Background: an optimization exercise with open tools, aiming at small area. Do not read the settings as production practice.
RTL that was checked went through simulation tests only; none was proved equivalent to the original.
For runs 3 and 4, only the layout was checked, not whether the RTL still works.
No activity file was given, so power comes from the tool's default toggle rates.

===== flow/design.v =====
module KF76489_Attenuation (
    input   logic   [3:0]   attenuation,
    input   logic           digital_in,
    output  logic   [5:0]   analog_out
);
    always_comb begin
        casez ({digital_in, attenuation})
            5'b10000: analog_out = 6'd63;
            5'b11000: analog_out = 6'd50;
            5'b10100: analog_out = 6'd40;
            5'b11100: analog_out = 6'd32;
            5'b10010: analog_out = 6'd25;
            5'b11010: analog_out = 6'd20;
            5'b10110: analog_out = 6'd16;
            5'b11110: analog_out = 6'd13;
            5'b10001: analog_out = 6'd10;
            5'b11001: analog_out = 6'd8;
            5'b10101: analog_out = 6'd6;
            5'b11101: analog_out = 6'd5;
            5'b10011: analog_out = 6'd4;
            5'b11011: analog_out = 6'd3;
            5'b10111: analog_out = 6'd2;
            5'b11111: analog_out = 6'd0;
            default:  analog_out = 6'd0;
        endcase
    end
endmodule
module KF76489_Bus_Control_Logic (
    input   logic           clock,
    input   logic           reset,
    input   logic           CE_N,
    input   logic           WE_N,
    input   logic   [7:0]   D_IN,
    output  logic   [7:0]   internal_data_bus,
    output  logic           write_tone1_frequency_h,
    output  logic           write_tone1_frequency_l,
    output  logic           write_tone1_attenuation,
    output  logic           write_tone2_frequency_h,
    output  logic           write_tone2_frequency_l,
    output  logic           write_tone2_attenuation,
    output  logic           write_tone3_frequency_h,
    output  logic           write_tone3_frequency_l,
    output  logic           write_tone3_attenuation,
    output  logic           write_noise_control,
    output  logic           write_noise_attenuation
);
    logic           prev_write_enable_n;
    logic           write_flag;
    logic   [3:0]   stable_address;
    logic   [1:0]   latched_tone;
    always_ff @(posedge clock, posedge reset) begin
        if (reset)
            prev_write_enable_n <= 1'b1;
        else
            prev_write_enable_n <= CE_N | WE_N;
    end
    assign write_flag = ~prev_write_enable_n & WE_N;
    always_ff @(posedge clock, posedge reset) begin
        if (reset)
            internal_data_bus   <= 8'h00;
        else
            internal_data_bus   <= D_IN;
    end
    assign  stable_address = internal_data_bus[3:0];
    always_ff @(posedge clock, posedge reset) begin
        if (reset)
            latched_tone <= 2'b00;
        else if (write_flag)
            latched_tone <= (stable_address[0] & ~stable_address[3]) ? ~stable_address[2:1] : 2'b00;
    end
    wire    latch_write = write_flag &  stable_address[0];
    wire    data_write  = write_flag & ~stable_address[0];
    assign  write_tone1_frequency_h = latch_write & (stable_address[3:1] == 3'b000);
    assign  write_tone1_frequency_l = data_write  & (latched_tone == 2'b11);
    assign  write_tone1_attenuation = latch_write & (stable_address[3:1] == 3'b100);
    assign  write_tone2_frequency_h = latch_write & (stable_address[3:1] == 3'b010);
    assign  write_tone2_frequency_l = data_write  & (latched_tone == 2'b01);
    assign  write_tone2_attenuation = latch_write & (stable_address[3:1] == 3'b110);
    assign  write_tone3_frequency_h = latch_write & (stable_address[3:1] == 3'b001);
    assign  write_tone3_frequency_l = data_write  & (latched_tone == 2'b10);
    assign  write_tone3_attenuation = latch_write & (stable_address[3:1] == 3'b101);
    assign  write_noise_control     = latch_write & (stable_address[3:1] == 3'b011);
    assign  write_noise_attenuation = latch_write & (stable_address[3:1] == 3'b111);
endmodule
module KF76489_Tone_Generator (
    input   logic           clock,
    input   logic           clock_enable,
    input   logic           reset,
    input   logic   [7:0]   internal_data_bus,
    input   logic           write_frequency_h,
    input   logic           write_frequency_l,
    input   logic           write_attenuation,
    output  logic           cycle_out,
    output  logic   [5:0]   analog_out
);
    logic   [9:0]   frequency_inv;       
    logic   [3:0]   attenuation;
    always_ff @(posedge clock, posedge reset) begin
        if (reset)
            frequency_inv           <= 10'h000;
        else if (write_frequency_h)
            frequency_inv[3:0]      <= {internal_data_bus[4], internal_data_bus[5],
                                        internal_data_bus[6], internal_data_bus[7]};
        else if (write_frequency_l)
            frequency_inv[9:4]      <= {internal_data_bus[2], internal_data_bus[3],
                                        internal_data_bus[4], internal_data_bus[5],
                                        internal_data_bus[6], internal_data_bus[7]};
    end
    always_ff @(posedge clock, posedge reset) begin
        if (reset)
            attenuation     <= 4'hF;
        else if (write_attenuation)
            attenuation     <= internal_data_bus[7:4];
    end
    logic   [9:0]   count;
    wire            expired = ~|count[9:1];
    always_ff @(posedge clock, posedge reset) begin
        if (reset)
            count           <= 10'h2;
        else if (clock_enable)
            count           <= expired ? frequency_inv : count - 10'h1;
    end
    logic           digital_out;
    always_ff @(posedge clock, posedge reset) begin
        if (reset) begin
            digital_out     <= 1'b0;
            cycle_out       <= 1'b0;
        end
        else begin
            digital_out     <= digital_out ^ (clock_enable & expired);
            cycle_out       <= clock_enable & expired;
        end
    end
    KF76489_Attenuation u_Attenuation (
        .attenuation        (attenuation),
        .digital_in         (digital_out),
        .analog_out         (analog_out)
    );
endmodule
module KF76489_Noise_Generator (
    input   logic           clock,
    input   logic           clock_enable,
    input   logic           reset,
    input   logic   [7:0]   internal_data_bus,
    input   logic           write_noise_control,
    input   logic           write_noise_attenuation,
    input   logic           ext_noise_gen,
    output  logic   [5:0]   analog_out
);
    logic           feedback;
    logic   [1:0]   shift_rate;
    logic   [3:0]   attenuation;
    always_ff @(posedge clock, posedge reset) begin
        if (reset) begin
            feedback            <= 1'b0;
            shift_rate          <= 2'b00;
        end
        else if (write_noise_control) begin
            feedback            <= internal_data_bus[5];
            shift_rate          <= internal_data_bus[7:6];
        end
    end
    always_ff @(posedge clock, posedge reset) begin
        if (reset)
            attenuation         <= 4'hF;
        else if (write_noise_attenuation)
            attenuation         <= internal_data_bus[7:4];
    end
    logic   [3:0]   divider_count;
    logic   [3:1]   tap;
    always_ff @(posedge clock, posedge reset) begin
        if (reset)
            divider_count       <= 4'h0;
        else if (clock_enable)
            divider_count       <= divider_count + 4'h1;
    end
    wire    tap0_en = &divider_count & clock_enable;
    wire    tap1_en = tap0_en & ~tap[1];
    wire    tap2_en = tap1_en & ~tap[2];
    wire    tap3_en = tap2_en & ~tap[3];
    always_ff @(posedge clock, posedge reset) begin
        if (reset)
            tap                 <= 3'b000;
        else
            tap                 <= tap ^ {tap2_en, tap1_en, tap0_en};
    end
    logic   shift;
    always_comb begin
        case (shift_rate)
            2'b00:   shift  = tap1_en;
            2'b10:   shift  = tap2_en;
            2'b01:   shift  = tap3_en;
            default: shift  = ext_noise_gen;
        endcase
    end
    logic   [14:0]  shift_register;
    always_ff @(posedge clock, posedge reset) begin
        if (reset)
            shift_register      <= 15'b100000000000000;
        else if (write_noise_control)
            shift_register      <= 15'b100000000000000;
        else if (shift)
            shift_register      <= {(feedback & shift_register[4]) ^ shift_register[0], shift_register[14:1]};
    end
    wire    noise = shift_register[0];
    KF76489_Attenuation u_Attenuation (
        .attenuation        (attenuation),
        .digital_in         (noise),
        .analog_out         (analog_out)
    );
endmodule
module KF76489 (
    input   logic           clock,
    input   logic           clock_enable,
    input   logic           reset,
    input   logic           CE_N,
    input   logic           WE_N,
    input   logic   [7:0]   D_IN,
    output  logic           READY,
    output  logic   [7:0]   AOUT
);
    logic   [3:0]   clock_divider_count;
    logic           divided_clock_en;
    logic   [7:0]   internal_data_bus;
    logic           write_tone1_frequency_h;
    logic           write_tone1_frequency_l;
    logic           write_tone1_attenuation;
    logic           write_tone2_frequency_h;
    logic           write_tone2_frequency_l;
    logic           write_tone2_attenuation;
    logic           write_tone3_frequency_h;
    logic           write_tone3_frequency_l;
    logic           write_tone3_attenuation;
    logic           write_noise_control;
    logic           write_noise_attenuation;
    logic           ext_noise_gen;
    logic   [5:0]   tone1_aout;
    logic   [5:0]   tone2_aout;
    logic   [5:0]   tone3_aout;
    logic   [5:0]   noise_aout;
    KF76489_Bus_Control_Logic u_Bus_Control_Logic (
        .clock                      (clock),
        .reset                      (reset),
        .CE_N                       (CE_N),
        .WE_N                       (WE_N),
        .D_IN                       (D_IN),
        .internal_data_bus          (internal_data_bus),
        .write_tone1_frequency_h    (write_tone1_frequency_h),
        .write_tone1_frequency_l    (write_tone1_frequency_l),
        .write_tone1_attenuation    (write_tone1_attenuation),
        .write_tone2_frequency_h    (write_tone2_frequency_h),
        .write_tone2_frequency_l    (write_tone2_frequency_l),
        .write_tone2_attenuation    (write_tone2_attenuation),
        .write_tone3_frequency_h    (write_tone3_frequency_h),
        .write_tone3_frequency_l    (write_tone3_frequency_l),
        .write_tone3_attenuation    (write_tone3_attenuation),
        .write_noise_control        (write_noise_control),
        .write_noise_attenuation    (write_noise_attenuation)
    );
    always_ff @(posedge clock, posedge reset) begin
        if (reset) begin
            clock_divider_count <= 4'h0;
            divided_clock_en    <= 1'b0;
        end
        else if (clock_enable) begin
            clock_divider_count <= clock_divider_count + 4'h1;
            divided_clock_en    <= (&clock_divider_count) ? 1'b1 : 1'b0;
        end
        else begin
            clock_divider_count <= clock_divider_count;
            divided_clock_en    <= 1'b0;
        end
    end
    KF76489_Tone_Generator u_Tone1 (
        .clock                      (clock),
        .clock_enable               (divided_clock_en),
        .reset                      (reset),
        .internal_data_bus          (internal_data_bus),
        .write_frequency_h          (write_tone1_frequency_h),
        .write_frequency_l          (write_tone1_frequency_l),
        .write_attenuation          (write_tone1_attenuation),
        .analog_out                 (tone1_aout)
    );
    KF76489_Tone_Generator u_Tone2 (
        .clock                      (clock),
        .clock_enable               (divided_clock_en),
        .reset                      (reset),
        .internal_data_bus          (internal_data_bus),
        .write_frequency_h          (write_tone2_frequency_h),
        .write_frequency_l          (write_tone2_frequency_l),
        .write_attenuation          (write_tone2_attenuation),
        .analog_out                 (tone2_aout)
    );
    KF76489_Tone_Generator u_Tone3 (
        .clock                      (clock),
        .clock_enable               (divided_clock_en),
        .reset                      (reset),
        .internal_data_bus          (internal_data_bus),
        .write_frequency_h          (write_tone3_frequency_h),
        .write_frequency_l          (write_tone3_frequency_l),
        .write_attenuation          (write_tone3_attenuation),
        .cycle_out                  (ext_noise_gen),
        .analog_out                 (tone3_aout)
    );
    KF76489_Noise_Generator u_Noise (
        .clock                      (clock),
        .clock_enable               (divided_clock_en),
        .reset                      (reset),
        .internal_data_bus          (internal_data_bus),
        .write_noise_control        (write_noise_control),
        .write_noise_attenuation    (write_noise_attenuation),
        .ext_noise_gen              (ext_noise_gen),
        .analog_out                 (noise_aout)
    );
    logic           prev_ce_n;
    logic           negedge_ce_n;
    logic   [4:0]   wait_count;
    always_ff @(posedge clock, posedge reset) begin
        if (reset)
            prev_ce_n   <= 1'b1;
        else
            prev_ce_n   <= CE_N;
    end
    assign  negedge_ce_n = prev_ce_n & ~CE_N;
    always_ff @(posedge clock, posedge reset) begin
        if (reset)
            wait_count  <= 5'b11111;
        else if (negedge_ce_n)
            wait_count  <= 5'b00000;
        else if (clock_enable & ~&wait_count)
            wait_count  <= wait_count + 5'd1;
        else
            wait_count  <= wait_count;
    end
    always_ff @(posedge clock, posedge reset) begin
        if (reset)
            READY       <= 1'b1;
        else if (CE_N & WE_N)
            READY       <= 1'b1;
        else if (negedge_ce_n)
            READY       <= 1'b0;
        else if (clock_enable & &wait_count[4:1])
            READY       <= 1'b1;
        else
            READY       <= READY;
    end
    always_ff @(posedge clock, posedge reset) begin
        if (reset)
            AOUT <= 1'b0;
        else
            AOUT <= {2'b0, tone1_aout} + {2'b0, tone2_aout} + {2'b0, tone3_aout} + {2'b0, noise_aout};
    end
endmodule

===== flow/config.mk =====
export PLATFORM = sky130hd
export DESIGN_NAME = KF76489
export DESIGN_NICKNAME = KF76489
export VERILOG_FILES = /design/flow/design.v
export SDC_FILE = /design/flow/constraint.sdc
export NUM_CORES = 4
export LEC_CHECK = 0
export CAP_MARGIN = 20
export CORE_MARGIN = 2
export CORE_UTILIZATION = 40
export CTS_BUF_LIST = sky130_fd_sc_hd__clkbuf_8
export SLEW_MARGIN = 20

===== flow/constraint.sdc =====
create_clock -name core_clock -period 6.0 [get_ports {clock}]
set_input_delay 1.2000 -clock core_clock [delete_from_list [all_inputs] [get_ports {clock}]]
set_output_delay 1.2000 -clock core_clock [all_outputs]
set_load 0.01 [all_outputs]

===== flow/run.sh =====
#!/bin/bash
# synth_recipe.tcl (not shown) runs the flow's synth.tcl, then flattens the netlist and writes it again
# the make line also repeats each setting of config.mk as NAME=value (left out here)
make -C /OpenROAD-flow-scripts/flow DESIGN_CONFIG=/design/flow/config.mk WORK_HOME=/design/flow/orfs CLKGATE_MAP_FILE= SYNTH_SCRIPT=/design/flow/synth_recipe.tcl finish

==> results of run 1 <==
power by group through the flow:
stage          sequential [mW]  clock, mW  combinational, mW
2_1_floorplan             1.35          0              0.896
3_3_place_gp              1.41          0               1.09
3_5_place_dp              1.42          0               1.13
4_1_cts                   1.40      0.742               1.14
5_1_grt                   1.44      0.786               1.29
6_report                  1.40      0.720               1.12
final cells by class:
type	count	area [um^2]
well taps	225	282
repair buffers	23	225
clock inverters	14	124
fillers	1592	9500
inverters	49	189
flip-flops and latches	136	3440
multi-input cells	436	3410
clock buffers	18	248
stage by stage:
step | hold WS (ps) | setup slack (ps) | instances
3_5_place_dp | 463 | 2310 | 869
6_report | 473 | 2290 | 901
3_3_place_gp | 461 | 2430 | 869
2_1_floorplan | 445 | 1210 | 651
4_1_cts | 478 | 2290 | 901
5_1_grt | 505 | 2130 | 901
placed cells by master, fill, tap and decap left out, types with 6 or more instances in the layout:
master,instances
sky130_fd_sc_hd__o211ai_1,11
sky130_fd_sc_hd__a31oi_1,7
sky130_fd_sc_hd__nor2b_1,7
sky130_fd_sc_hd__nor3_1,7
sky130_fd_sc_hd__dfstp_2,28
sky130_fd_sc_hd__mux2_1,46
sky130_fd_sc_hd__o22ai_1,6
sky130_fd_sc_hd__nor4_1,6
sky130_fd_sc_hd__nand4_1,6
sky130_fd_sc_hd__mux2_2,6
sky130_fd_sc_hd__ha_1,37
sky130_fd_sc_hd__nand3_1,11
sky130_fd_sc_hd__a22oi_1,9
sky130_fd_sc_hd__nand2_1,49
sky130_fd_sc_hd__clkdlybuf4s50_1,21
sky130_fd_sc_hd__o2bb2ai_1,6
sky130_fd_sc_hd__xor2_1,9
sky130_fd_sc_hd__inv_1,47
sky130_fd_sc_hd__nand2b_1,7
sky130_fd_sc_hd__xnor2_1,10
sky130_fd_sc_hd__mux2i_1,25
sky130_fd_sc_hd__a21oi_1,15
sky130_fd_sc_hd__dfrtp_1,108
sky130_fd_sc_hd__nor2_1,49
sky130_fd_sc_hd__clkbuf_8,18
sky130_fd_sc_hd__o21ai_1,9
sky130_fd_sc_hd__fa_1,12
sky130_fd_sc_hd__and2_1,8
sky130_fd_sc_hd__o21ai_0,22
per-layer routing:
metal / wire [um] / part of all wire, % / up-vias / track usage, %
li1: - / - / 2304 / -
met1: 6560 / 48 / 2376 / 21.2
met2: 6390 / 47 / 71 / 24.5
met3: 474 / 3.5 / 13 / 4.12
met4: 157 / 1.2 / 0 / 4.82
met5: 0 / 0 / - / 0
worst max path at each step:
| stage | start | endpoint | slack [ps] | depth (start not counted) |
|---|---|---|---|---|
| after CTS | u_Tone3.attenuation[0] | AOUT[7] | 2290 | 11 |
| after detailed placement | u_Tone1.attenuation[0] | AOUT[7] | 2310 | 13 |
| after floorplan | reset | AOUT[0] | 1210 | 1 |
| final | u_Tone3.attenuation[0] | AOUT[7] | 2290 | 11 |
| after global placement | u_Tone1.attenuation[0] | AOUT[7] | 2430 | 13 |
| after global routing | u_Tone1.attenuation[0] | AOUT[7] | 2130 | 13 |
sequential cells by signal (all words and copies together) (netlist names), 5 cells and up:
| signal | flops |
|---|---|
| u_Tone1.count | 10 |
| u_Tone3.count | 10 |
| u_Tone2.count | 10 |
| AOUT | 8 |
| u_Noise.shift_register | 15 |
| u_Tone2.frequency_inv | 10 |
| u_Bus_Control_Logic.internal_data_bus | 8 |
| wait_count | 5 |
| u_Tone1.frequency_inv | 10 |
| u_Tone3.frequency_inv | 10 |
logic make-up after synthesis:
logic type / count (synthesis) / share of synthesized area [%]
adder cells (fa/ha/maj): 49 / 9.83
buffers and inverters: 79 / 4.29
multiplexers: 79 / 12.3
AO/OA/AOI/OAI: 108 / 10.0
XOR/XNOR: 19 / 2.33
AND/OR/NAND/NOR: 181 / 13.2
flip-flops: 136 / 48.1
critical path, cell delays in order (launching register included):
cell and delay, ps:
sky130_fd_sc_hd__dfstp_2 600, sky130_fd_sc_hd__inv_1 80, sky130_fd_sc_hd__ha_1 340, sky130_fd_sc_hd__o21ai_0 220
sky130_fd_sc_hd__o211a_1 200, sky130_fd_sc_hd__fa_1 440, sky130_fd_sc_hd__fa_1 490, sky130_fd_sc_hd__ha_1 240
sky130_fd_sc_hd__fa_1 410, sky130_fd_sc_hd__a21o_1 180, sky130_fd_sc_hd__a21oi_1 220, sky130_fd_sc_hd__o21ai_0 140
==> implementation parameters, run 1 <==
Parameter                              Value

Floorplan
  Starting density of the core    41.1%
  Number of standard-cell rows in the floorplan    48
  Die ar.    between 15000 and 20000 um^2
  Chip width    roughly 140 um
  Area of the placeable core    around 17000 um^2
  Io pins    22
  Die height    between 100 and 150 um

Placement
  # port buffers    21
  RePlAce Congestion    0.857
  Placed instance area    7540 um^2
  Dpl hpwl    9.42 mm

Logic synthesis
  Sequential area share after synthesis    around half
  Share of synthesized registers carrying an async set or reset    100%
  Main synth FF type    sky130_fd_sc_hd__dfrtp_1
  Post-Synthesis Cells    about 650
  Post-synthesis cell type count    between 60 and 70
  Top-area cell type share of the netlist area    37.8%
  Post-Synthesis Mean Instance Area    between 10 and 15 um^2
  Post-synth design cell area    7150 um^2
  Total of flip-flops plus latches after synthesis    between 100 and 150
  Yosys warnings    5
  Most frequent cells after synthesis    sky130_fd_sc_hd__dfrtp_1 (108), sky130_fd_sc_hd__nand2_1 (49), sky130_fd_sc_hd__nor2_1 (49)
  Post-synthesis net count    713
  EDFF count, synth    0
  Dominant cell by count in the synthesized netlist    sky130_fd_sc_hd__dfrtp_1
  Largest cells by area after synthesis    sky130_fd_sc_hd__dfrtp_1 (38%), sky130_fd_sc_hd__dfstp_2 (10%), sky130_fd_sc_hd__mux2_1 (7.2%)
  Largest area contributor in the synthesized netlist    sky130_fd_sc_hd__dfrtp_1

Timing
  Actual slew at the worst max-slew pin    1040 ps
  Achievable frequency    around 0.27 GHz
  Final period utilization    61.9%
  Final critical path time including I/O delays and setup    roughly 3700 ps
  Count of final max-slew check failures    0
  Worst slew margin    between 30% and 40%
  Final count of negative-setup-slack endpoints    0
  Final setup TNS    0 ps
  Final hold violation count    0
  Max Clock Skew    around 15 ps
  Unrepaired setup endpoints after global routing    no

Hold path
  Capture endpoint of the worst hold path    clock_divider_count[3]
  Worst Hold Path Cells    1
  Worst min-delay path class    reg -> reg
  Startpoint of the lowest-slack hold path    clock_divider_count[3]

Global route
  GRT Overall Usage    15.6%
  Antenna violations before repair    0
  Maximum number of pins on one net before global-route repair    95
  Number of global-route vias before repair    about 4600
  First-pass GRT wire length    about 23 mm
  Leftover overflow at the end of global routing    0

Routing
  Count of routing violations after the opening detailed-route iteration    approximately 300
  Mean number of vias per cell    around 5.3
  Wire length after detailed routing    13.6 mm
  Drc violations    0
  Final antenna-violating net count    0
  Number of vias in the routed layout    between 4000 and 5000
  Average detailed-routed wire length per instance    15.1 um
  TritonRoute pass-1 iters    4

Clock tree
  Clock latency on the worst-skew pair    approximately 450 ps
  Quantity of gates resized following cts    0
  CTS tree    yes
  Hold buffers post-CTS    0
  Clock sink total    ~140
  Clock slew at the register clock pins of the worst setup and hold paths    roughly 80 ps
  Clock buffers created by TritonCTS    17
  Clk Tree Root Cell    sky130_fd_sc_hd__clkbuf_8
  Maximum number of buffers from clock root to sink    2
  Post-CTS setup-driven buffer insertion count    0
  H-tree levels    4

Power
  Clock share of power    22.2%
  Sequential power share    43.1%
  Net switching power figure    around 1.2 mW
  Leakage power total    between 3 and 4 nW
  Share of total power consumed by net switching    ~37%
  VDD IR max    ~280 uV
  Final Power    3.24 mW
  Proportion of power drawn by combinational gates    a little over a third
  Internal power component    approximately 2.0 mW
  Power density relative to cell area    410 nW/um^2

Cells and area
  Antenna diode count    0
  Final core utilization    a little under half
  Post-layout nets    ~730
  Post-layout instance area    7910 um^2
  Synth-to-Final Area Change    10.6%
  Fraction of layout instances using a drive strength above 1    between 10 and 15%

Status
  Status    finished clean

Critical path
  Reg2reg end    AOUT[7]
  Crit path capture type    flop
  WS Path Type    reg -> reg
  Data arrival time of the critical path    between 4000 and 5000 ps
  Required time of the critical path    6310 ps
  Slack of the worst reg-to-reg path    2290 ps
  Sort of element at the start of the critical path    flop
  Reg2Reg Launch Point    u_Tone3.attenuation[0]
  Worst r2r path cells    11
  Max Fanout on Critical Path    7

Run
  Number of max-cap violations    0
==> inputs of run 2 (changes only) <==
--- a/flow/config.mk
+++ b/flow/config.mk
@@ -9,4 +9,3 @@
 export CORE_MARGIN = 2
 export CORE_UTILIZATION = 40
-export CTS_BUF_LIST = sky130_fd_sc_hd__clkbuf_8
 export SLEW_MARGIN = 20
==> run 2 against run 1 <==
  * Sequential power is essentially flat
  * Worst setup slack lost 0.65 ps
  * Flip-flop and latch count is the same
  * Sequential share of layout area shrank 1.0 points
  * Area after synthesis is the same
  * First-iteration DRC count shrank 7.3%
  * Critical path depth is the same
  * Die area is the same
  * Maximum frequency is essentially flat
  * Clock skew shrank 6.9 ps
  * Combinational power is essentially flat
==> implementation parameters, run 2 <==
Parameter                              Value

Placement
  # port buffers    21
  RePlAce Congestion    between 0.8 and 0.9
  Dpl hpwl    9.42 mm

Timing
  Actual slew at the worst max-slew pin    around 1000 ps
  Worst slew margin    between 30 and 40%
  Max Clock Skew    8.42 ps
  Count of final max-slew check failures    0
  Final period utilization    roughly 62%
  Achievable frequency    0.269 GHz
  Final count of negative-setup-slack endpoints    0
  Final setup TNS    0 ps
  Final critical path time including I/O delays and setup    between 3000 and 4000 ps
  Unrepaired setup endpoints after global routing    no
  Final hold violation count    0

Floorplan
  Chip width    138 um
  Die ar.    19000 um^2
  Area of the placeable core    roughly 17000 um^2
  Number of standard-cell rows in the floorplan    48
  Starting density of the core    around 40%
  Die height    between 100 and 150 um
  Io pins    22

Cells and area
  Antenna diode count    0
  Commonest cells after routing, fill and taps aside    sky130_fd_sc_hd__dfrtp_1 (108), sky130_fd_sc_hd__nor2_1 (49), sky130_fd_sc_hd__nand2_1 (49)
  Post-layout nets    slightly above 700
  Most common cell after layout, fill and taps aside    sky130_fd_sc_hd__dfrtp_1
  Reg with most FFs    u_Noise.shift_register
  Max reg flops    15
  Synth-to-Final Area Change    13.3%
  Final core utilization    a little under half
  Final-layout fill cell count    between 1500 and 2000
  Combined area of the multi-input logic cells    ~3400 um^2
  Area taken by flip-flops and latches    ~3400 um^2
  Fraction of layout instances using a drive strength above 1    between 10% and 20%

Global route
  GRT Overall Usage    roughly 16%
  Antenna violations before repair    0
  First-pass GRT wire length    between 20 and 25 mm
  Met3 capacity usage during global routing    just over 4%
  M2 GR Usage    approximately a quarter
  Number of global-route vias before repair    approximately 4700
  Maximum number of pins on one net before global-route repair    95
  Leftover overflow at the end of global routing    0
  Most congested layer reported by global routing    met2
  Fraction of met1 tracks used by global routing    a little over a fifth

Clock tree
  Clock sink total    136
  Hold buffers post-CTS    0
  Clk Tree Root Cell    sky130_fd_sc_hd__clkbuf_16
  CTS tree    yes
  Clock buffers created by TritonCTS    17
  Post-CTS setup-driven buffer insertion count    0
  H-tree levels    4
  Clock latency on the worst-skew pair    420 ps
  Quantity of gates resized following cts    0
  Maximum number of buffers from clock root to sink    2
  Clock slew at the register clock pins of the worst setup and hold paths    60 ps

Run
  Number of max-cap violations    0

Logic synthesis
  Share of synthesized registers carrying an async set or reset    100%
  Dominant cell by count in the synthesized netlist    sky130_fd_sc_hd__dfrtp_1
  Post-synth design cell area    a little over 7000 um^2
  Post-Synthesis Cells    ~650
  Post-synthesis net count    about 710
  Post-synthesis cell type count    64
  Most frequent cells after synthesis    sky130_fd_sc_hd__dfrtp_1 (108), sky130_fd_sc_hd__nand2_1 (49), sky130_fd_sc_hd__nor2_1 (49)
  EDFF count, synth    0
  Largest area contributor in the synthesized netlist    sky130_fd_sc_hd__dfrtp_1
  Post-Synthesis Mean Instance Area    roughly 11 um^2
  Main synth FF type    sky130_fd_sc_hd__dfrtp_1
  Top-area cell type share of the netlist area    37.8%
  Sequential area share after synthesis    about 48%
  Total of flip-flops plus latches after synthesis    between 100 and 150
  Largest cells by area after synthesis    sky130_fd_sc_hd__dfrtp_1 (38%), sky130_fd_sc_hd__dfstp_2 (10%), sky130_fd_sc_hd__mux2_1 (7.2%)
  Yosys warnings    5

Routing
  Average detailed-routed wire length per instance    ~15 um
  Number of vias in the routed layout    roughly 4800
  Drc violations    0
  Mean number of vias per cell    5.28
  Final antenna-violating net count    0
  Wire length after detailed routing    about 14 mm
  Count of routing violations after the opening detailed-route iteration    279
  TritonRoute pass-1 iters    4

Critical path
  Max Fanout on Critical Path    7
  Sort of element at the start of the critical path    flop
  Data arrival time of the critical path    around 4000 ps
  Worst r2r path cells    11
  Required time of the critical path    roughly 6300 ps
  WS Path Type    reg -> reg
  Crit path capture type    flop
  Slack of the worst reg-to-reg path    2290 ps

Power
  Power density relative to cell area    434 nW/um^2
  VDD IR max    ~250 uV
  Internal power component    roughly 2.3 mW
  Net switching power figure    approximately 1.2 mW
  Leakage power total    between 3 and 4 nW
  Clock share of power    28.2%
  Share of total power consumed by net switching    about a third
  Proportion of power drawn by combinational gates    around 32%
  Sequential power share    39.8%

Hold path
  Worst Hold Path Cells    1
  Worst min-delay path class    reg -> reg

Status
  Status    finished clean
[run 2: cell count changes in the layout (fill, tap and decap cells not counted), sizes merged]
cell,before,now
clkbuf,18,19
inv,54,53
[run 2: metal layers]
layer | share of wire, % | vias up
li1 | - | 2311
met1 | 48 | 2333
met2 | 47 | 89
met3 | 3.7 | 23
met4 | 1.6 | 0
met5 | 0 | -
[run 2: path summary, 6_finish.rpt]
path / startpoint / endpoint
worst max-delay path: u_Tone3.attenuation[0] / AOUT[7]
worst min-delay path: clock_divider_count[3] / clock_divider_count[3]
worst max register to register: u_Tone3.attenuation[0] / AOUT[7]
worst min register to register: clock_divider_count[3] / clock_divider_count[3]
max in group asynchronous: reset / wait_count[0]
min in group asynchronous: reset / u_Tone3.count[5]
[run 2: cell type report]
cell class	count	area share (%)
Clock buffer	19	5.46
Clock inverter	13	1.48
Inverter	49	2.33
Multi-Input combinational cell	436	42.1
Sequential cell	136	42.4
Tap cell	225	3.47
Timing Repair Buffer	23	2.78
[run 2: kinds of logic after synthesis]
| kind of cell | after synthesis | synth area share, % |
|---|---|---|
| buffers and inverters | 79 | 4.29 |
| flip-flops | 136 | 48.1 |
| multiplexers | 79 | 12.3 |
| adder cells (fa/ha/maj) | 49 | 9.83 |
| XOR/XNOR | 19 | 2.33 |
| AO/OA/AOI/OAI | 108 | 10.0 |
| AND/OR/NAND/NOR | 181 | 13.2 |
[run 2: through the flow]
stage	setup slack (ps)	power, mW	cells	hold slack [ps]	cell area, um^2
floorplan	1210	2.24	651	445	7150
CTS	2300	3.56	901	475	8110
global route	2130	3.80	901	499	8110
global placement	2430	2.49	869	461	7540
finish	2290	3.52	901	470	8110
detailed placement	2310	2.55	869	463	7540
[run 2: power groups by stage]
stage | registers, mW | logic (mW) | clock network [mW]
6_report | 1.40 | 1.12 | 0.993
5_1_grt | 1.44 | 1.29 | 1.06
4_1_cts | 1.40 | 1.14 | 1.02
3_5_place_dp | 1.42 | 1.13 | 0
3_3_place_gp | 1.41 | 1.09 | 0
2_1_floorplan | 1.35 | 0.896 | 0
[run 2: worst max-delay path, cell delays in order, from the launching register on]
cell and delay [ps]:
sky130_fd_sc_hd__dfstp_2 590, sky130_fd_sc_hd__inv_1 90, sky130_fd_sc_hd__ha_1 340, sky130_fd_sc_hd__o21ai_0 220
sky130_fd_sc_hd__o211a_1 200, sky130_fd_sc_hd__fa_1 440, sky130_fd_sc_hd__fa_1 500, sky130_fd_sc_hd__ha_1 240
sky130_fd_sc_hd__fa_1 400, sky130_fd_sc_hd__a21o_1 180, sky130_fd_sc_hd__a21oi_1 230, sky130_fd_sc_hd__o21ai_0 140
==> inputs of run 3 (changes only) <==
--- a/flow/design.v
+++ b/flow/design.v
@@ -94,16 +94,16 @@
     output  logic   [5:0]   analog_out
 );
-    logic   [9:0]   frequency_inv;       
+    logic   [9:0]   frequency_inv_n;     
     logic   [3:0]   attenuation;
     always_ff @(posedge clock, posedge reset) begin
         if (reset)
-            frequency_inv           <= 10'h000;
+            frequency_inv_n         <= 10'h3FF;
         else if (write_frequency_h)
-            frequency_inv[3:0]      <= {internal_data_bus[4], internal_data_bus[5],
-                                        internal_data_bus[6], internal_data_bus[7]};
+            frequency_inv_n[3:0]    <= ~{internal_data_bus[4], internal_data_bus[5],
+                                         internal_data_bus[6], internal_data_bus[7]};
         else if (write_frequency_l)
-            frequency_inv[9:4]      <= {internal_data_bus[2], internal_data_bus[3],
-                                        internal_data_bus[4], internal_data_bus[5],
-                                        internal_data_bus[6], internal_data_bus[7]};
+            frequency_inv_n[9:4]    <= ~{internal_data_bus[2], internal_data_bus[3],
+                                         internal_data_bus[4], internal_data_bus[5],
+                                         internal_data_bus[6], internal_data_bus[7]};
     end
     always_ff @(posedge clock, posedge reset) begin
@@ -113,11 +113,17 @@
             attenuation     <= internal_data_bus[7:4];
     end
-    logic   [9:0]   count;
-    wire            expired = ~|count[9:1];
+    logic   [9:0]   count_n;
+    logic   [9:0]   carry;
+    wire            expired = &count_n[9:1];
+    wire            reload  = clock_enable & expired;
+    assign  carry[0] = clock_enable;
+    always_comb
+        for (int i = 0; i < 9; i++)
+            carry[i + 1] = carry[i] & count_n[i];
     always_ff @(posedge clock, posedge reset) begin
         if (reset)
-            count           <= 10'h2;
-        else if (clock_enable)
-            count           <= expired ? frequency_inv : count - 10'h1;
+            count_n         <= ~10'h2;
+        else
+            count_n         <= reload ? frequency_inv_n : count_n ^ carry;
     end
     logic           digital_out;
@@ -128,6 +134,6 @@
         end
         else begin
-            digital_out     <= digital_out ^ (clock_enable & expired);
-            cycle_out       <= clock_enable & expired;
+            digital_out     <= digital_out ^ reload;
+            cycle_out       <= reload;
         end
     end
@@ -345,9 +351,23 @@
             READY       <= READY;
     end
+    logic   [5:0]   csa_s1;
+    logic   [6:0]   csa_c1;
+    logic   [5:0]   csa_s2;
+    logic   [6:0]   csa_c2;
+    always_comb begin
+        csa_c1[0] = 1'b0;
+        csa_c2[0] = 1'b0;
+        for (int i = 0; i < 6; i++) begin
+            csa_s1[i]     = tone1_aout[i] ^ tone2_aout[i] ^ tone3_aout[i];
+            csa_c1[i + 1] = (tone1_aout[i] & tone2_aout[i]) | (tone1_aout[i] & tone3_aout[i]) | (tone2_aout[i] & tone3_aout[i]);
+            csa_s2[i]     = csa_s1[i] ^ noise_aout[i] ^ csa_c1[i];
+            csa_c2[i + 1] = (csa_s1[i] & noise_aout[i]) | (csa_s1[i] & csa_c1[i]) | (noise_aout[i] & csa_c1[i]);
+        end
+    end
     always_ff @(posedge clock, posedge reset) begin
         if (reset)
-            AOUT <= 1'b0;
+            AOUT <= 8'h00;
         else
-            AOUT <= {2'b0, tone1_aout} + {2'b0, tone2_aout} + {2'b0, tone3_aout} + {2'b0, noise_aout};
+            AOUT <= {1'b0, csa_c1[6], csa_s2} + {1'b0, csa_c2[6:1], 1'b0};
     end
 endmodule
--- a/flow/config.mk
+++ b/flow/config.mk
@@ -9,3 +9,6 @@
 export CORE_MARGIN = 2
 export CORE_UTILIZATION = 40
+export CTS_BUF_LIST = sky130_fd_sc_hd__clkbuf_8
+export CTS_CLUSTER_DIAMETER = 100
+export CTS_CLUSTER_SIZE = 30
 export SLEW_MARGIN = 20
==> run 3 against run 2 <==
  * Still clean
  * Clock skew about the same
  * Sequential power decreased by 14%
  * Count of clock-buffer cells in the layout increased by 1
  * Synthesized cell count decreased by 9.7%
  * Critical path type unchanged
  * Critical endpoint unchanged
  * Largest cell class unchanged
  * Largest power group unchanged
==> implementation parameters, run 3 <==
Parameter                              Value

Status
  Status    finished clean

Global route
  Leftover overflow at the end of global routing    0
  First-pass GRT wire length    around 22 mm
  Maximum number of pins on one net before global-route repair    58
  GRT Overall Usage    between 10% and 20%
  Antenna violations before repair    0
  Number of global-route vias before repair    approximately 4300

Timing
  Final setup TNS    0 ps
  Final count of negative-setup-slack endpoints    0
  Count of final max-slew check failures    0
  Max Clock Skew    8.75 ps
  Final hold violation count    0
  Achievable frequency    roughly 0.26 GHz
  Worst hold margin    between 400 and 500 ps
  Final critical path time including I/O delays and setup    between 3000 and 4000 ps
  Worst slew margin    just over 30%
  Unrepaired setup endpoints after global routing    no
  Post-layout worst setup margin    roughly 2100 ps
  Actual slew at the worst max-slew pin    1040 ps
  Final period utilization    between 60% and 70%

Routing
  Met3 wire length    between 300 and 400 um
  Routed met1 length    6.08 mm
  Number of vias in the routed layout    approximately 4200
  Count of routing violations after the opening detailed-route iteration    between 100 and 150
  Drc violations    0
  Average detailed-routed wire length per instance    15.1 um
  Highest metal layer with signal wires    met4
  Mean number of vias per cell    4.96
  Length of routed met2 wiring    6.11 mm
  TritonRoute pass-1 iters    4
  Final antenna-violating net count    0
  Wire length after detailed routing    between 10 and 15 mm

Critical path
  Required time of the critical path    roughly 6300 ps
  Crit-path leading delay family    adder cells
  Total buffers and inverters traversed by the critical path    2
  CP Cell Sequence    inv_1, ha_1, mux2_2, o22ai_1, nand2_1, fa_1, fa_1, inv_1, ha_1, fa_1, a211oi_1, o21bai_1, a21o_1
  Crit path capture type    flop
  Max Fanout on Critical Path    8
  Data arrival time of the critical path    between 4000 and 5000 ps
  Sort of element at the start of the critical path    flop
  WS Path Type    reg -> reg
  Slack of the worst reg-to-reg path    between 2000 and 2500 ps
  Most numerous cell on the critical path    sky130_fd_sc_hd__fa_1
  CP peak stage delay    610 ps
  CP max-delay cell    sky130_fd_sc_hd__dfstp_2

Placement
  # port buffers    21
  Dpl hpwl    8.95 mm
  RePlAce Congestion    about 0.8
  Placed instance area    between 7000 and 8000 um^2
  Number of placed cells counting well taps    approximately 800
  Worst slack at placement    about 2100 ps

Cells and area
  Final core utilization    roughly 46%
  Post-layout nets    693
  Fraction of layout instances using a drive strength above 1    between 20 and 30%
  Non-filler instance count after layout    between 800 and 900
  Post-layout instance area    between 7000 and 8000 um^2
  Synth-to-Final Area Change    11.5%
  Most common cell after layout, fill and taps aside    sky130_fd_sc_hd__dfstp_2
  Commonest cells after routing, fill and taps aside    sky130_fd_sc_hd__dfstp_2 (82), sky130_fd_sc_hd__ha_1 (61), sky130_fd_sc_hd__inv_1 (59)
  Antenna diode count    0
  Max reg flops    15
  Reg with most FFs    u_Noise.shift_register

Power
  Leakage power total    3.78 nW
  Clock share of power    around a third
  Sequential power share    roughly 52%
  Power density relative to cell area    ~290 nW/um^2
  Internal power component    around 1.7 mW
  Final Power    2.32 mW
  VDD IR max    roughly 140 uV
  Net switching power figure    approximately 0.63 mW
  Proportion of power drawn by combinational gates    ~15%
  Share of total power consumed by net switching    ~27%

Clock tree
  Clock slew at the register clock pins of the worst setup and hold paths    ~80 ps
  CTS tree    yes
  Clock buffers created by TritonCTS    17
  Quantity of gates resized following cts    0
  Clock latency on the worst-skew pair    around 450 ps
  Clk Tree Root Cell    sky130_fd_sc_hd__clkbuf_8
  Hold buffers post-CTS    0
  Post-CTS setup-driven buffer insertion count    0
  Clock sink total    ~140
  H-tree levels    4
  Maximum number of buffers from clock root to sink    2

Logic synthesis
  Post-synthesis cell type count    50
  Yosys warnings    5
  Largest area contributor in the synthesized netlist    sky130_fd_sc_hd__dfstp_2
  Post-Synthesis Cells    roughly 590
  Post-synth design cell area    7130 um^2
  Dominant cell by count in the synthesized netlist    sky130_fd_sc_hd__dfstp_2
  Share of synthesized registers carrying an async set or reset    between 90% and 100%
  Most frequent cells after synthesis    sky130_fd_sc_hd__dfstp_2 (82), sky130_fd_sc_hd__ha_1 (61), sky130_fd_sc_hd__inv_1 (60)
  EDFF count, synth    0
  Sequential area share after synthesis    49.2%
  Main synth FF type    sky130_fd_sc_hd__dfstp_2
  Top-area cell type share of the netlist area    between 30% and 40%
  Post-synthesis net count    approximately 670
  Post-Synthesis Mean Instance Area    between 10 and 15 um^2
  Largest cells by area after synthesis    sky130_fd_sc_hd__dfstp_2 (30%), sky130_fd_sc_hd__dfrtp_1 (19%), sky130_fd_sc_hd__ha_1 (11%)
  Total of flip-flops plus latches after synthesis    roughly 140

Hold path
  Worst min-delay path class    reg -> reg

Run
  Number of max-cap violations    0

Floorplan
  Io pins    22
  Chip width    between 100 and 150 um
  Number of standard-cell rows in the floorplan    48
  Die ar.    between 15000 and 20000 um^2
  Starting density of the core    between 40 and 50%
  Area of the placeable core    around 17000 um^2
  Die height    around 140 um
[run 3: cell count changes after synthesis, moves of 7 or more]
cell | previous run | this run
sky130_fd_sc_hd__nor2_1 | 49 | 27
sky130_fd_sc_hd__clkbuf_1 | 25 | 14
sky130_fd_sc_hd__buf_2 | 2 | 9
sky130_fd_sc_hd__o21ai_1 | 9 | 0
sky130_fd_sc_hd__inv_1 | 47 | 60
sky130_fd_sc_hd__dfrtp_1 | 108 | 54
sky130_fd_sc_hd__mux2_1 | 46 | 0
sky130_fd_sc_hd__ha_1 | 37 | 61
sky130_fd_sc_hd__mux2i_1 | 25 | 49
sky130_fd_sc_hd__mux2_2 | 6 | 48
sky130_fd_sc_hd__dfstp_2 | 28 | 82
sky130_fd_sc_hd__a21oi_1 | 15 | 6
sky130_fd_sc_hd__nand2_1 | 49 | 39
sky130_fd_sc_hd__a22oi_1 | 9 | 0
[run 3: final timing paths]
path / start / to / cells after the start
worst max-delay path: u_Tone1.attenuation[0] / AOUT[7] / 13
worst min-delay path: u_Tone2.frequency_inv_n[4] / u_Tone2.frequency_inv_n[4] / 2
worst max register to register: u_Tone1.attenuation[0] / AOUT[7] / 13
worst min register to register: u_Tone2.frequency_inv_n[4] / u_Tone2.frequency_inv_n[4] / 2
max in group asynchronous: reset / u_Tone2.frequency_inv_n[3] / 3
min in group asynchronous: reset / AOUT[7] / 2
[run 3: power groups by stage]
stage | Combinational [mW] | Clock [mW] | Sequential [mW]
3_3_place_gp | 0.344 | 0 | 1.22
4_1_cts | 0.362 | 0.779 | 1.21
2_1_floorplan | 0.286 | 0 | 1.18
5_1_grt | 0.410 | 0.820 | 1.24
6_report | 0.355 | 0.754 | 1.21
3_5_place_dp | 0.360 | 0 | 1.23
[run 3: final cells by class]
type / instances / area (um^2)
flip-flops and latches: 136 / 3510
well taps: 225 / 282
repair buffers: 26 / 248
clock buffers: 20 / 275
inverters: 60 / 228
clock inverters: 12 / 125
multi-input cells: 366 / 3290
fillers: 1531 / 9410
[run 3: routing by layer]
layer / global-route usage, % / vias to the layer above
li1: - / 2031
met1: 19.9 / 2087
met5: 0 / -
met4: 5.90 / 0
met2: 23.8 / 50
met3: 3.53 / 23
[run 3: kinds of logic after synthesis]
logic type	synth area share [%]
DFF	49.2
and+or+nand+nor	8.95
muxes	16.6
buffers and inverters	4.74
adders and majority gates	14.1
AOI/OAI and AO/OA	4.37
xor gates and xnor gates	2.09
[run 3: worst min-delay path, cell delays in order, from the launching register on]
cell and delay, ps:
sky130_fd_sc_hd__dfstp_2 370, sky130_fd_sc_hd__inv_1 40, sky130_fd_sc_hd__mux2i_1 50
==> inputs of run 4 (changes only) <==
--- a/flow/config.mk
+++ b/flow/config.mk
@@ -9,6 +9,6 @@
 export CORE_MARGIN = 2
 export CORE_UTILIZATION = 40
-export CTS_BUF_LIST = sky130_fd_sc_hd__clkbuf_8
+export CTS_BUF_LIST = sky130_fd_sc_hd__clkbuf_16
 export CTS_CLUSTER_DIAMETER = 100
-export CTS_CLUSTER_SIZE = 30
+export CTS_CLUSTER_SIZE = 40
 export SLEW_MARGIN = 20
==> run 4 against run 3 <==
  * Highest routed layer unchanged
  * Critical path type unchanged
  * Critical endpoint unchanged
  * Routed wire length about the same
  * Still clean on timing, DRC and antenna
  * Maximum frequency down 0.32%
  * Hold slack worse by 2.5 ps
==> implementation parameters, run 4 <==
Parameter                              Value

Logic synthesis
  Largest cells by area after synthesis    sky130_fd_sc_hd__dfstp_2 (30%), sky130_fd_sc_hd__dfrtp_1 (19%), sky130_fd_sc_hd__ha_1 (11%)
  Dominant cell by count in the synthesized netlist    sky130_fd_sc_hd__dfstp_2
  Total of flip-flops plus latches after synthesis    136
  Main synth FF type    sky130_fd_sc_hd__dfstp_2
  Post-synthesis cell type count    50
  Share of synthesized registers carrying an async set or reset    between 90% and 100%
  Most frequent cells after synthesis    sky130_fd_sc_hd__dfstp_2 (82), sky130_fd_sc_hd__ha_1 (61), sky130_fd_sc_hd__inv_1 (60)
  Post-synthesis net count    674
  Post-Synthesis Mean Instance Area    ~12 um^2
  Top-area cell type share of the netlist area    between 30% and 40%
  Post-Synthesis Cells    588
  Sequential area share after synthesis    between 40 and 50%
  Yosys warnings    5
  EDFF count, synth    0
  Largest area contributor in the synthesized netlist    sky130_fd_sc_hd__dfstp_2
  Post-synth design cell area    roughly 7000 um^2

Critical path
  Crit path capture type    flop
  Start point of the critical path    u_Tone1.attenuation[0]
  WS Path Type    reg -> reg
  Worst r2r path cells    13
  Slack of the worst reg-to-reg path    about 2100 ps
  Required time of the critical path    6300 ps
  Max Fanout on Critical Path    8
  Sort of element at the start of the critical path    flop
  Reg2Reg Launch Point    u_Tone1.attenuation[0]
  Data arrival time of the critical path    between 4000 and 5000 ps
  Reg2reg end    AOUT[7]

Clock tree
  Clock slew at the register clock pins of the worst setup and hold paths    around 60 ps
  Hold buffers post-CTS    0
  Clock buffers created by TritonCTS    17
  Clock sink total    136
  CTS tree    yes
  H-tree levels    4
  Quantity of gates resized following cts    0
  Maximum number of buffers from clock root to sink    2
  Clock latency on the worst-skew pair    ~420 ps
  Post-CTS setup-driven buffer insertion count    0
  Clk Tree Root Cell    sky130_fd_sc_hd__clkbuf_16

Timing
  Final period utilization    between 60% and 70%
  Post-layout worst setup margin    around 2100 ps
  Final hold violation count    0
  Final count of negative-setup-slack endpoints    0
  Final critical path time including I/O delays and setup    between 3000 and 4000 ps
  Unrepaired setup endpoints after global routing    no
  Worst hold margin    between 400 and 500 ps
  Final setup TNS    0 ps
  Max Clock Skew    5.54 ps
  Worst slew margin    a little under a third
  Count of final max-slew check failures    0
  Achievable frequency    between 0.2 and 0.3 GHz
  Actual slew at the worst max-slew pin    1040 ps

Routing
  Number of vias in the routed layout    roughly 4200
  Wire length after detailed routing    between 10 and 15 mm
  Drc violations    0
  TritonRoute pass-1 iters    4
  Final antenna-violating net count    0
  Count of routing violations after the opening detailed-route iteration    ~150
  Mean number of vias per cell    ~5
  Average detailed-routed wire length per instance    15.1 um

Global route
  Number of global-route vias before repair    4292
  Antenna violations before repair    0
  Maximum number of pins on one net before global-route repair    58
  First-pass GRT wire length    ~22 mm
  Leftover overflow at the end of global routing    0
  GRT Overall Usage    approximately 15%

Cells and area
  Synth-to-Final Area Change    13.8%
  Reg with most FFs    u_Noise.shift_register
  Antenna diode count    0
  Post-layout nets    between 600 and 700
  Commonest cells after routing, fill and taps aside    sky130_fd_sc_hd__dfstp_2 (82), sky130_fd_sc_hd__ha_1 (61), sky130_fd_sc_hd__inv_1 (59)
  Most common cell after layout, fill and taps aside    sky130_fd_sc_hd__dfstp_2
  Final-layout fill cell count    between 1500 and 2000
  Max reg flops    15
  Fraction of layout instances using a drive strength above 1    between 20% and 30%
  Post-layout instance area    8110 um^2

Status
  Status    finished clean

Floorplan
  Die height    137 um
  Area of the placeable core    ~17000 um^2
  Chip width    137 um
  Die ar.    18900 um^2
  Io pins    22
  Number of standard-cell rows in the floorplan    48
  Starting density of the core    between 40 and 50%

Placement
  Placed instance area    roughly 7500 um^2
  RePlAce Congestion    approximately 0.80
  # port buffers    21
  Worst slack at placement    approximately 2100 ps
  Dpl hpwl    roughly 9.0 mm

Power
  Internal power component    1.89 mW
  Proportion of power drawn by combinational gates    about 14%
  Sequential power share    between 40 and 50%
  Share of total power consumed by net switching    around 26%
  VDD IR max    about 200 uV
  Power density relative to cell area    about 320 nW/um^2
  Net switching power figure    0.661 mW
  Final Power    around 2.6 mW
  Clock share of power    38.5%
  Leakage power total    3.85 nW

Hold path
  Worst Hold Path Cells    2
  Capture endpoint of the worst hold path    u_Tone2.frequency_inv_n[4]
  Startpoint of the lowest-slack hold path    u_Tone2.frequency_inv_n[4]
  Worst min-delay path class    reg -> reg

Run
  Number of max-cap violations    0
## run 4: cell counts after synthesis
Identical to the previous run, type by type.
## run 4: worst max path at each step
stage                    to  slack (ps)  cells past startpoint
floorplan           AOUT[0]        1300                      1
global placement    AOUT[7]        2190                     13
detailed placement  AOUT[7]        2110                     13
CTS                 AOUT[7]        2110                     13
global route        AOUT[7]        1870                     13
finish              AOUT[7]        2090                     13
## run 4: layout make-up
type | count | area, um^2 | share of cell area, %
well taps | 225 | 282 | 3.47
inverters | 60 | 228 | 2.81
clock inverters | 15 | 136 | 1.68
clock buffers | 17 | 425 | 5.25
repair buffers | 26 | 248 | 3.05
multi-input cells | 366 | 3290 | 40.5
flip-flops and latches | 136 | 3510 | 43.2
## run 4: routing by layer
| metal | up-vias | track usage [%] | share of wire (%) |
|---|---|---|---|
| met5 | - | 0 | 0 |
| met4 | 0 | 5.56 | 1.8 |
| met3 | 22 | 3.86 | 2.9 |
| met2 | 64 | 24.0 | 48 |
| met1 | 2103 | 19.7 | 47 |
| li1 | 2035 | - | - |
## run 4: cells by family (layout without fill, tap and decap cells)
kind of cell             after synthesis  after routing  synth area share, %
XOR/XNOR                              17             17                 2.09
flip-flops                           136            136                 49.2
AO/OA/AOI/OAI                         49             49                 4.37
adder cells (fa/ha/maj)               73             73                 14.1
buffers and inverters                 86            118                 4.74
AND/OR/NAND/NOR                      122            122                 8.95
multiplexers                         105            105                 16.6
## run 4: critical path: stages (launching register included)
cell                       delay (ps)
sky130_fd_sc_hd__dfstp_2          600
sky130_fd_sc_hd__inv_1             90
sky130_fd_sc_hd__ha_1             330
sky130_fd_sc_hd__mux2_2           270
sky130_fd_sc_hd__o22ai_1          140
sky130_fd_sc_hd__nand2_1          100
sky130_fd_sc_hd__fa_1             510
sky130_fd_sc_hd__fa_1             540
sky130_fd_sc_hd__inv_1             40
sky130_fd_sc_hd__ha_1             210
sky130_fd_sc_hd__fa_1             430
sky130_fd_sc_hd__a211oi_1         230
sky130_fd_sc_hd__o21bai_1         110
sky130_fd_sc_hd__a21o_1           190
## run 4: power by group through the flow
stage               clock, mW  sequential (mW)  combinational, mW
floorplan                   0             1.18              0.286
global placement            0             1.22              0.344
detailed placement          0             1.23              0.360
CTS                      1.01             1.22              0.363
global route             1.06             1.24              0.410
finish                  0.985             1.22              0.355
## run 4: per-stage QoR
stage,cells,utilization [%]
2_1_floorplan,588,-
3_3_place_gp,813,43.5
3_5_place_dp,813,43.5
4_1_cts,845,46.7
5_1_grt,845,46.7
6_report,845,46.7
==> inputs of run 5 (changes only) <==
--- a/flow/design.v
+++ b/flow/design.v
@@ -4,23 +4,49 @@
     output  logic   [5:0]   analog_out
 );
+    logic   [5:0]   level;
     always_comb begin
-        casez ({digital_in, attenuation})
-            5'b10000: analog_out = 6'd63;
-            5'b11000: analog_out = 6'd50;
-            5'b10100: analog_out = 6'd40;
-            5'b11100: analog_out = 6'd32;
-            5'b10010: analog_out = 6'd25;
-            5'b11010: analog_out = 6'd20;
-            5'b10110: analog_out = 6'd16;
-            5'b11110: analog_out = 6'd13;
-            5'b10001: analog_out = 6'd10;
-            5'b11001: analog_out = 6'd8;
-            5'b10101: analog_out = 6'd6;
-            5'b11101: analog_out = 6'd5;
-            5'b10011: analog_out = 6'd4;
-            5'b11011: analog_out = 6'd3;
-            5'b10111: analog_out = 6'd2;
-            5'b11111: analog_out = 6'd0;
-            default:  analog_out = 6'd0;
+        case (attenuation)
+            4'd0 : level = 6'd8;
+            4'd1 : level = 6'd40;
+            4'd2 : level = 6'd25;
+            4'd3 : level = 6'd3;
+            4'd4 : level = 6'd13;
+            4'd5 : level = 6'd32;
+            4'd6 : level = 6'd63;
+            4'd7 : level = 6'd50;
+            4'd8 : level = 6'd16;
+            4'd9 : level = 6'd10;
+            4'd10: level = 6'd4;
+            4'd11: level = 6'd5;
+            4'd12: level = 6'd20;
+            4'd13: level = 6'd2;
+            4'd14: level = 6'd6;
+            4'd15: level = 6'd0;
+        endcase
+    end
+    assign  analog_out = digital_in ? level : 6'd0;
+endmodule
+module KF76489_Attenuation_Encode (
+    input   logic   [3:0]   attenuation,
+    output  logic   [3:0]   code
+);
+    always_comb begin
+        case (attenuation)
+            4'd0 : code = 4'd6;    
+            4'd1 : code = 4'd9;    
+            4'd2 : code = 4'd2;    
+            4'd3 : code = 4'd10;    
+            4'd4 : code = 4'd1;    
+            4'd5 : code = 4'd14;    
+            4'd6 : code = 4'd8;    
+            4'd7 : code = 4'd13;    
+            4'd8 : code = 4'd7;    
+            4'd9 : code = 4'd0;    
+            4'd10: code = 4'd12;    
+            4'd11: code = 4'd3;    
+            4'd12: code = 4'd5;    
+            4'd13: code = 4'd11;    
+            4'd14: code = 4'd4;    
+            4'd15: code = 4'd15;    
         endcase
     end
@@ -88,4 +114,5 @@
     input   logic           reset,
     input   logic   [7:0]   internal_data_bus,
+    input   logic   [3:0]   attenuation_code,
     input   logic           write_frequency_h,
     input   logic           write_frequency_l,
@@ -94,16 +121,16 @@
     output  logic   [5:0]   analog_out
 );
-    logic   [9:0]   frequency_inv_n;     
+    logic   [9:0]   frequency_inv;       
     logic   [3:0]   attenuation;
     always_ff @(posedge clock, posedge reset) begin
         if (reset)
-            frequency_inv_n         <= 10'h3FF;
+            frequency_inv           <= 10'h000;
         else if (write_frequency_h)
-            frequency_inv_n[3:0]    <= ~{internal_data_bus[4], internal_data_bus[5],
-                                         internal_data_bus[6], internal_data_bus[7]};
+            frequency_inv[3:0]      <= {internal_data_bus[4], internal_data_bus[5],
+                                        internal_data_bus[6], internal_data_bus[7]};
         else if (write_frequency_l)
-            frequency_inv_n[9:4]    <= ~{internal_data_bus[2], internal_data_bus[3],
-                                         internal_data_bus[4], internal_data_bus[5],
-                                         internal_data_bus[6], internal_data_bus[7]};
+            frequency_inv[9:4]      <= {internal_data_bus[2], internal_data_bus[3],
+                                        internal_data_bus[4], internal_data_bus[5],
+                                        internal_data_bus[6], internal_data_bus[7]};
     end
     always_ff @(posedge clock, posedge reset) begin
@@ -111,19 +138,19 @@
             attenuation     <= 4'hF;
         else if (write_attenuation)
-            attenuation     <= internal_data_bus[7:4];
+            attenuation     <= attenuation_code;
     end
-    logic   [9:0]   count_n;
-    logic   [9:0]   carry;
-    wire            expired = &count_n[9:1];
+    logic   [9:0]   count;
+    logic   [9:0]   borrow;
+    wire            expired = ~|count[9:1];
     wire            reload  = clock_enable & expired;
-    assign  carry[0] = clock_enable;
+    assign  borrow[0] = clock_enable;
     always_comb
         for (int i = 0; i < 9; i++)
-            carry[i + 1] = carry[i] & count_n[i];
+            borrow[i + 1] = borrow[i] & ~count[i];
     always_ff @(posedge clock, posedge reset) begin
         if (reset)
-            count_n         <= ~10'h2;
+            count           <= 10'h2;
         else
-            count_n         <= reload ? frequency_inv_n : count_n ^ carry;
+            count           <= reload ? frequency_inv : count ^ borrow;
     end
     logic           digital_out;
@@ -149,4 +176,5 @@
     input   logic           reset,
     input   logic   [7:0]   internal_data_bus,
+    input   logic   [3:0]   attenuation_code,
     input   logic           write_noise_control,
     input   logic           write_noise_attenuation,
@@ -171,5 +199,5 @@
             attenuation         <= 4'hF;
         else if (write_noise_attenuation)
-            attenuation         <= internal_data_bus[7:4];
+            attenuation         <= attenuation_code;
     end
     logic   [3:0]   divider_count;
@@ -245,4 +273,5 @@
     logic   [5:0]   tone3_aout;
     logic   [5:0]   noise_aout;
+    logic   [3:0]   attenuation_code;
     KF76489_Bus_Control_Logic u_Bus_Control_Logic (
         .clock                      (clock),
@@ -264,4 +293,8 @@
         .write_noise_attenuation    (write_noise_attenuation)
     );
+    KF76489_Attenuation_Encode u_Attenuation_Encode (
+        .attenuation                (internal_data_bus[7:4]),
+        .code                       (attenuation_code)
+    );
     always_ff @(posedge clock, posedge reset) begin
         if (reset) begin
@@ -283,4 +316,5 @@
         .reset                      (reset),
         .internal_data_bus          (internal_data_bus),
+        .attenuation_code           (attenuation_code),
         .write_frequency_h          (write_tone1_frequency_h),
         .write_frequency_l          (write_tone1_frequency_l),
@@ -293,4 +327,5 @@
         .reset                      (reset),
         .internal_data_bus          (internal_data_bus),
+        .attenuation_code           (attenuation_code),
         .write_frequency_h          (write_tone2_frequency_h),
         .write_frequency_l          (write_tone2_frequency_l),
@@ -303,4 +338,5 @@
         .reset                      (reset),
         .internal_data_bus          (internal_data_bus),
+        .attenuation_code           (attenuation_code),
         .write_frequency_h          (write_tone3_frequency_h),
         .write_frequency_l          (write_tone3_frequency_l),
@@ -314,4 +350,5 @@
         .reset                      (reset),
         .internal_data_bus          (internal_data_bus),
+        .attenuation_code           (attenuation_code),
         .write_noise_control        (write_noise_control),
         .write_noise_attenuation    (write_noise_attenuation),
@@ -355,4 +392,8 @@
     logic   [5:0]   csa_s2;
     logic   [6:0]   csa_c2;
+    logic   [6:0]   row_a;
+    logic   [6:0]   row_b;
+    logic   [7:0]   cpa_c;
+    logic   [7:0]   mix;
     always_comb begin
         csa_c1[0] = 1'b0;
@@ -364,4 +405,12 @@
             csa_c2[i + 1] = (csa_s1[i] & noise_aout[i]) | (csa_s1[i] & csa_c1[i]) | (noise_aout[i] & csa_c1[i]);
         end
+        row_a    = {csa_c1[6], csa_s2};
+        row_b    = {csa_c2[6:1], 1'b0};
+        cpa_c[0] = 1'b0;
+        for (int i = 0; i < 7; i++) begin
+            mix[i]       = row_a[i] ^ row_b[i] ^ cpa_c[i];
+            cpa_c[i + 1] = (row_a[i] & row_b[i]) | (row_a[i] & cpa_c[i]) | (row_b[i] & cpa_c[i]);
+        end
+        mix[7] = cpa_c[7];
     end
     always_ff @(posedge clock, posedge reset) begin
@@ -369,5 +418,5 @@
             AOUT <= 8'h00;
         else
-            AOUT <= {1'b0, csa_c1[6], csa_s2} + {1'b0, csa_c2[6:1], 1'b0};
+            AOUT <= mix;
     end
 endmodule
==> flow/flow/run.sh (new file) <==
#!/bin/bash
# Layout flow: the standard flow (standard.sh), with two changes.
#  - Synthesis also leaves out the half-adder cells, so that Yosys's extract_fa
#    pass does not turn every 2-input AND that shares inputs with an XOR into a
#    half adder (ABC maps that logic in fewer, smaller gates). Registers are
#    unchanged.
#  - Clock tree synthesis without dummy loads and with clkbuf_8 buffers.
# Each make run writes its full output to a log file in this folder.
set -euo pipefail

DONT_USE="sky130_fd_sc_hd__probe_p_8 sky130_fd_sc_hd__probec_p_8 sky130_fd_sc_hd__lpflow_bleeder_1 sky130_fd_sc_hd__lpflow_clkbufkapwr_1 sky130_fd_sc_hd__lpflow_clkbufkapwr_16 sky130_fd_sc_hd__lpflow_clkbufkapwr_2 sky130_fd_sc_hd__lpflow_clkbufkapwr_4 sky130_fd_sc_hd__lpflow_clkbufkapwr_8 sky130_fd_sc_hd__lpflow_clkinvkapwr_1 sky130_fd_sc_hd__lpflow_clkinvkapwr_16 sky130_fd_sc_hd__lpflow_clkinvkapwr_2 sky130_fd_sc_hd__lpflow_clkinvkapwr_4 sky130_fd_sc_hd__lpflow_clkinvkapwr_8 sky130_fd_sc_hd__lpflow_decapkapwr_12 sky130_fd_sc_hd__lpflow_decapkapwr_3 sky130_fd_sc_hd__lpflow_decapkapwr_4 sky130_fd_sc_hd__lpflow_decapkapwr_6 sky130_fd_sc_hd__lpflow_decapkapwr_8 sky130_fd_sc_hd__lpflow_inputiso0n_1 sky130_fd_sc_hd__lpflow_inputiso0p_1 sky130_fd_sc_hd__lpflow_inputiso1n_1 sky130_fd_sc_hd__lpflow_inputiso1p_1 sky130_fd_sc_hd__lpflow_inputisolatch_1 sky130_fd_sc_hd__lpflow_isobufsrc_1 sky130_fd_sc_hd__lpflow_isobufsrc_16 sky130_fd_sc_hd__lpflow_isobufsrc_2 sky130_fd_sc_hd__lpflow_isobufsrc_4 sky130_fd_sc_hd__lpflow_isobufsrc_8 sky130_fd_sc_hd__lpflow_isobufsrckapwr_16 sky130_fd_sc_hd__lpflow_lsbuf_lh_hl_isowell_tap_1 sky130_fd_sc_hd__lpflow_lsbuf_lh_hl_isowell_tap_2 sky130_fd_sc_hd__lpflow_lsbuf_lh_hl_isowell_tap_4 sky130_fd_sc_hd__lpflow_lsbuf_lh_isowell_4 sky130_fd_sc_hd__lpflow_lsbuf_lh_isowell_tap_1 sky130_fd_sc_hd__lpflow_lsbuf_lh_isowell_tap_2 sky130_fd_sc_hd__lpflow_lsbuf_lh_isowell_tap_4 sky130_fd_sc_hd__ha_1 sky130_fd_sc_hd__ha_2 sky130_fd_sc_hd__ha_4"
CTS="-sink_clustering_enable -repair_clock_nets -buf_list sky130_fd_sc_hd__clkbuf_8 -dont_use_dummy_load"

bash standard.sh "DONT_USE_CELLS=$DONT_USE" "CTS_ARGS=$CTS" finish > flow_make.log 2>&1
==> flow/standard.sh (new file) <==
#!/bin/bash
# synth_recipe.tcl (not shown) runs the flow's synth.tcl, then flattens the netlist and writes it again
# the make line also repeats each setting of config.mk as NAME=value (left out here)
make -C /OpenROAD-flow-scripts/flow DESIGN_CONFIG=/design/flow/config.mk WORK_HOME=/design/flow/orfs CLKGATE_MAP_FILE= SYNTH_SCRIPT=/design/flow/synth_recipe.tcl "${@:-finish}"
--- a/flow/config.mk
+++ b/flow/config.mk
@@ -9,6 +9,3 @@
 export CORE_MARGIN = 2
 export CORE_UTILIZATION = 40
-export CTS_BUF_LIST = sky130_fd_sc_hd__clkbuf_16
-export CTS_CLUSTER_DIAMETER = 100
-export CTS_CLUSTER_SIZE = 40
 export SLEW_MARGIN = 20
removed: flow/run.sh
==> run 5 against run 4 <==
  * Largest cell class unchanged
  * Area after synthesis fell by 7.7%
  * Flip-flop and latch count did not move
  * Hold slack improved by 15 ps
  * Utilization fell by 1.6 points
  * Worst setup slack got worse by 370 ps
  * Sequential share of layout area rose by 4.4 points
  * Synthesized cell count fell by 0.68%
  * Critical path depth rose by 2
  * Highest routed layer unchanged
  * Still clean on timing, DRC and antenna
==> implementation parameters, run 5 <==
Parameter                              Value

Global route
  Number of global-route vias before repair    roughly 4400
  Maximum number of pins on one net before global-route repair    between 60 and 70
  GRT Overall Usage    between 10% and 20%
  First-pass GRT wire length    21.4 mm

Routing
  Drc violations    0
  TritonRoute pass-1 iters    4
  Wire length after detailed routing    approximately 13 mm
  Average detailed-routed wire length per instance    15.4 um

Critical path
  Crit-path leading delay family    adder cells
  Total buffers and inverters traversed by the critical path    4
  Reg2Reg Launch Point    u_Tone2.attenuation[0]
  CP Cell Sequence    inv_1, o21ai_0, a22oi_1, nor2b_1, fa_1, fa_1, nand3_1, fa_1, fa_1, inv_1, fa_1, inv_1, fa_1, inv_1, fa_1
  Required time of the critical path    between 6000 and 7000 ps
  WS Path Type    reg -> reg
  Crit path capture type    flop
  Sort of element at the start of the critical path    flop
  Start point of the critical path    u_Tone2.attenuation[0]

Cells and area
  Final-layout fill cell count    ~1500
  Max reg flops    15
  Reg with most FFs    u_Noise.shift_register
  Post-layout nets    between 600 and 700
  Fraction of layout instances using a drive strength above 1    18.2%

Timing
  Final period utilization    between 70 and 80%
  Final count of negative-setup-slack endpoints    0
  Unrepaired setup endpoints after global routing    no
  Max Clock Skew    roughly 27 ps
  Actual slew at the worst max-slew pin    950 ps
  Count of final max-slew check failures    0

Clock tree
  Hold buffers post-CTS    0
  Maximum number of buffers from clock root to sink    2
  H-tree levels    4
  CTS tree    yes
  Clk Tree Root Cell    sky130_fd_sc_hd__clkbuf_8

Logic synthesis
  Share of synthesized registers carrying an async set or reset    100%
  Main synth FF type    sky130_fd_sc_hd__dfrtp_1
  Top-area cell type share of the netlist area    ~40%
  Post-Synthesis Mean Instance Area    about 11 um^2
  Sequential area share after synthesis    ~52%
  Post-synthesis cell type count    52
  Parity-gate share of the synthesized area counting xor and xnor cells    just over 4%
  Compound-gate portion of the synthesized area    under 10%

Floorplan
  Number of standard-cell rows in the floorplan    46
  Area of the placeable core    between 15000 and 20000 um^2
  Chip width    around 130 um
  Die ar.    17500 um^2

Power
  VDD IR max    approximately 180 uV

Run
  Number of max-cap violations    0

Placement
  RePlAce Congestion    between 0.7 and 0.8

Status
  Status    finished clean
[run 5: worst register-to-register path, cell delays in order (launching register included)]
cell and delay (ps):
sky130_fd_sc_hd__dfstp_2 560, sky130_fd_sc_hd__inv_1 80, sky130_fd_sc_hd__o21ai_0 190, sky130_fd_sc_hd__a22oi_1 100
sky130_fd_sc_hd__nor2b_1 180, sky130_fd_sc_hd__fa_1 470, sky130_fd_sc_hd__fa_1 580, sky130_fd_sc_hd__nand3_1 110
sky130_fd_sc_hd__fa_1 400, sky130_fd_sc_hd__fa_1 380, sky130_fd_sc_hd__inv_1 80, sky130_fd_sc_hd__fa_1 160
sky130_fd_sc_hd__inv_1 50, sky130_fd_sc_hd__fa_1 350, sky130_fd_sc_hd__inv_1 70, sky130_fd_sc_hd__fa_1 390
[run 5: worst paths after layout]
kind	to	slack [ps]	cells after the start
setup / recovery	AOUT[6]	1720	15
hold / removal	u_Noise.divider_count[2]	480	1
setup reg to reg	AOUT[6]	1720	15
hold reg to reg	u_Noise.divider_count[2]	480	1
max in group asynchronous	u_Tone2.attenuation[3]	3670	3
min in group asynchronous	u_Noise.shift_register[11]	1290	2
[run 5: kinds of logic after synthesis]
kind of cell | after synthesis
compound gates | 106
xor+xnor | 31
fa+ha+maj | 16
buf+inv | 52
flops | 136
mux | 67
simple gates | 176
[run 5: power by group]
group          leakage (nW)  internal [mW]  switching, mW  total, mW
combinational          1.23          0.301          0.284      0.585
clock                 0.122          0.249          0.291      0.540
sequential             1.72           1.13          0.195       1.33
[run 5: area by class of cell]
cell class                 instances  area [um^2]  share of cell area [%]
sequential                       136         3440                    47.6
inverter                          31          119                    1.65
multi-input combinational        396         2940                    40.7
tap                              216          270                    3.74
timing repair buffer              23          225                    3.12
clock buffer                      17          234                    3.24
[run 5: metal layers]
layer / track usage, % / part of all wire (%) / vias to the layer above
met2: 26.5 / 49 / 70
met1: 19.0 / 46 / 2162
met5: 0 / 0 / -
met3: 3.58 / 2.7 / 16
li1: - / - / 2044
met4: 5.97 / 1.6 / 0
[run 5: stage by stage]
step,utilization (%),instances,worst slack (ps),hold WS [ps],cell area (um^2)
3_5_place_dp,43.7,802,1760,470,6990
2_1_floorplan,-,584,1210,437,6580
3_3_place_gp,43.7,802,1870,452,6990
5_1_grt,45.2,819,1430,496,7230
6_report,45.2,819,1720,477,7230
4_1_cts,45.2,819,1740,481,7230

Re-timed with assumed drivers on the ports (clkbuf_16 on the clock, buf_2 on other inputs), run 5 has 1.719 ns of setup slack against 1.719 ns with ideal ports, and 1.719 ns once port delays also move by the mid clock arrival of 0.454 ns.
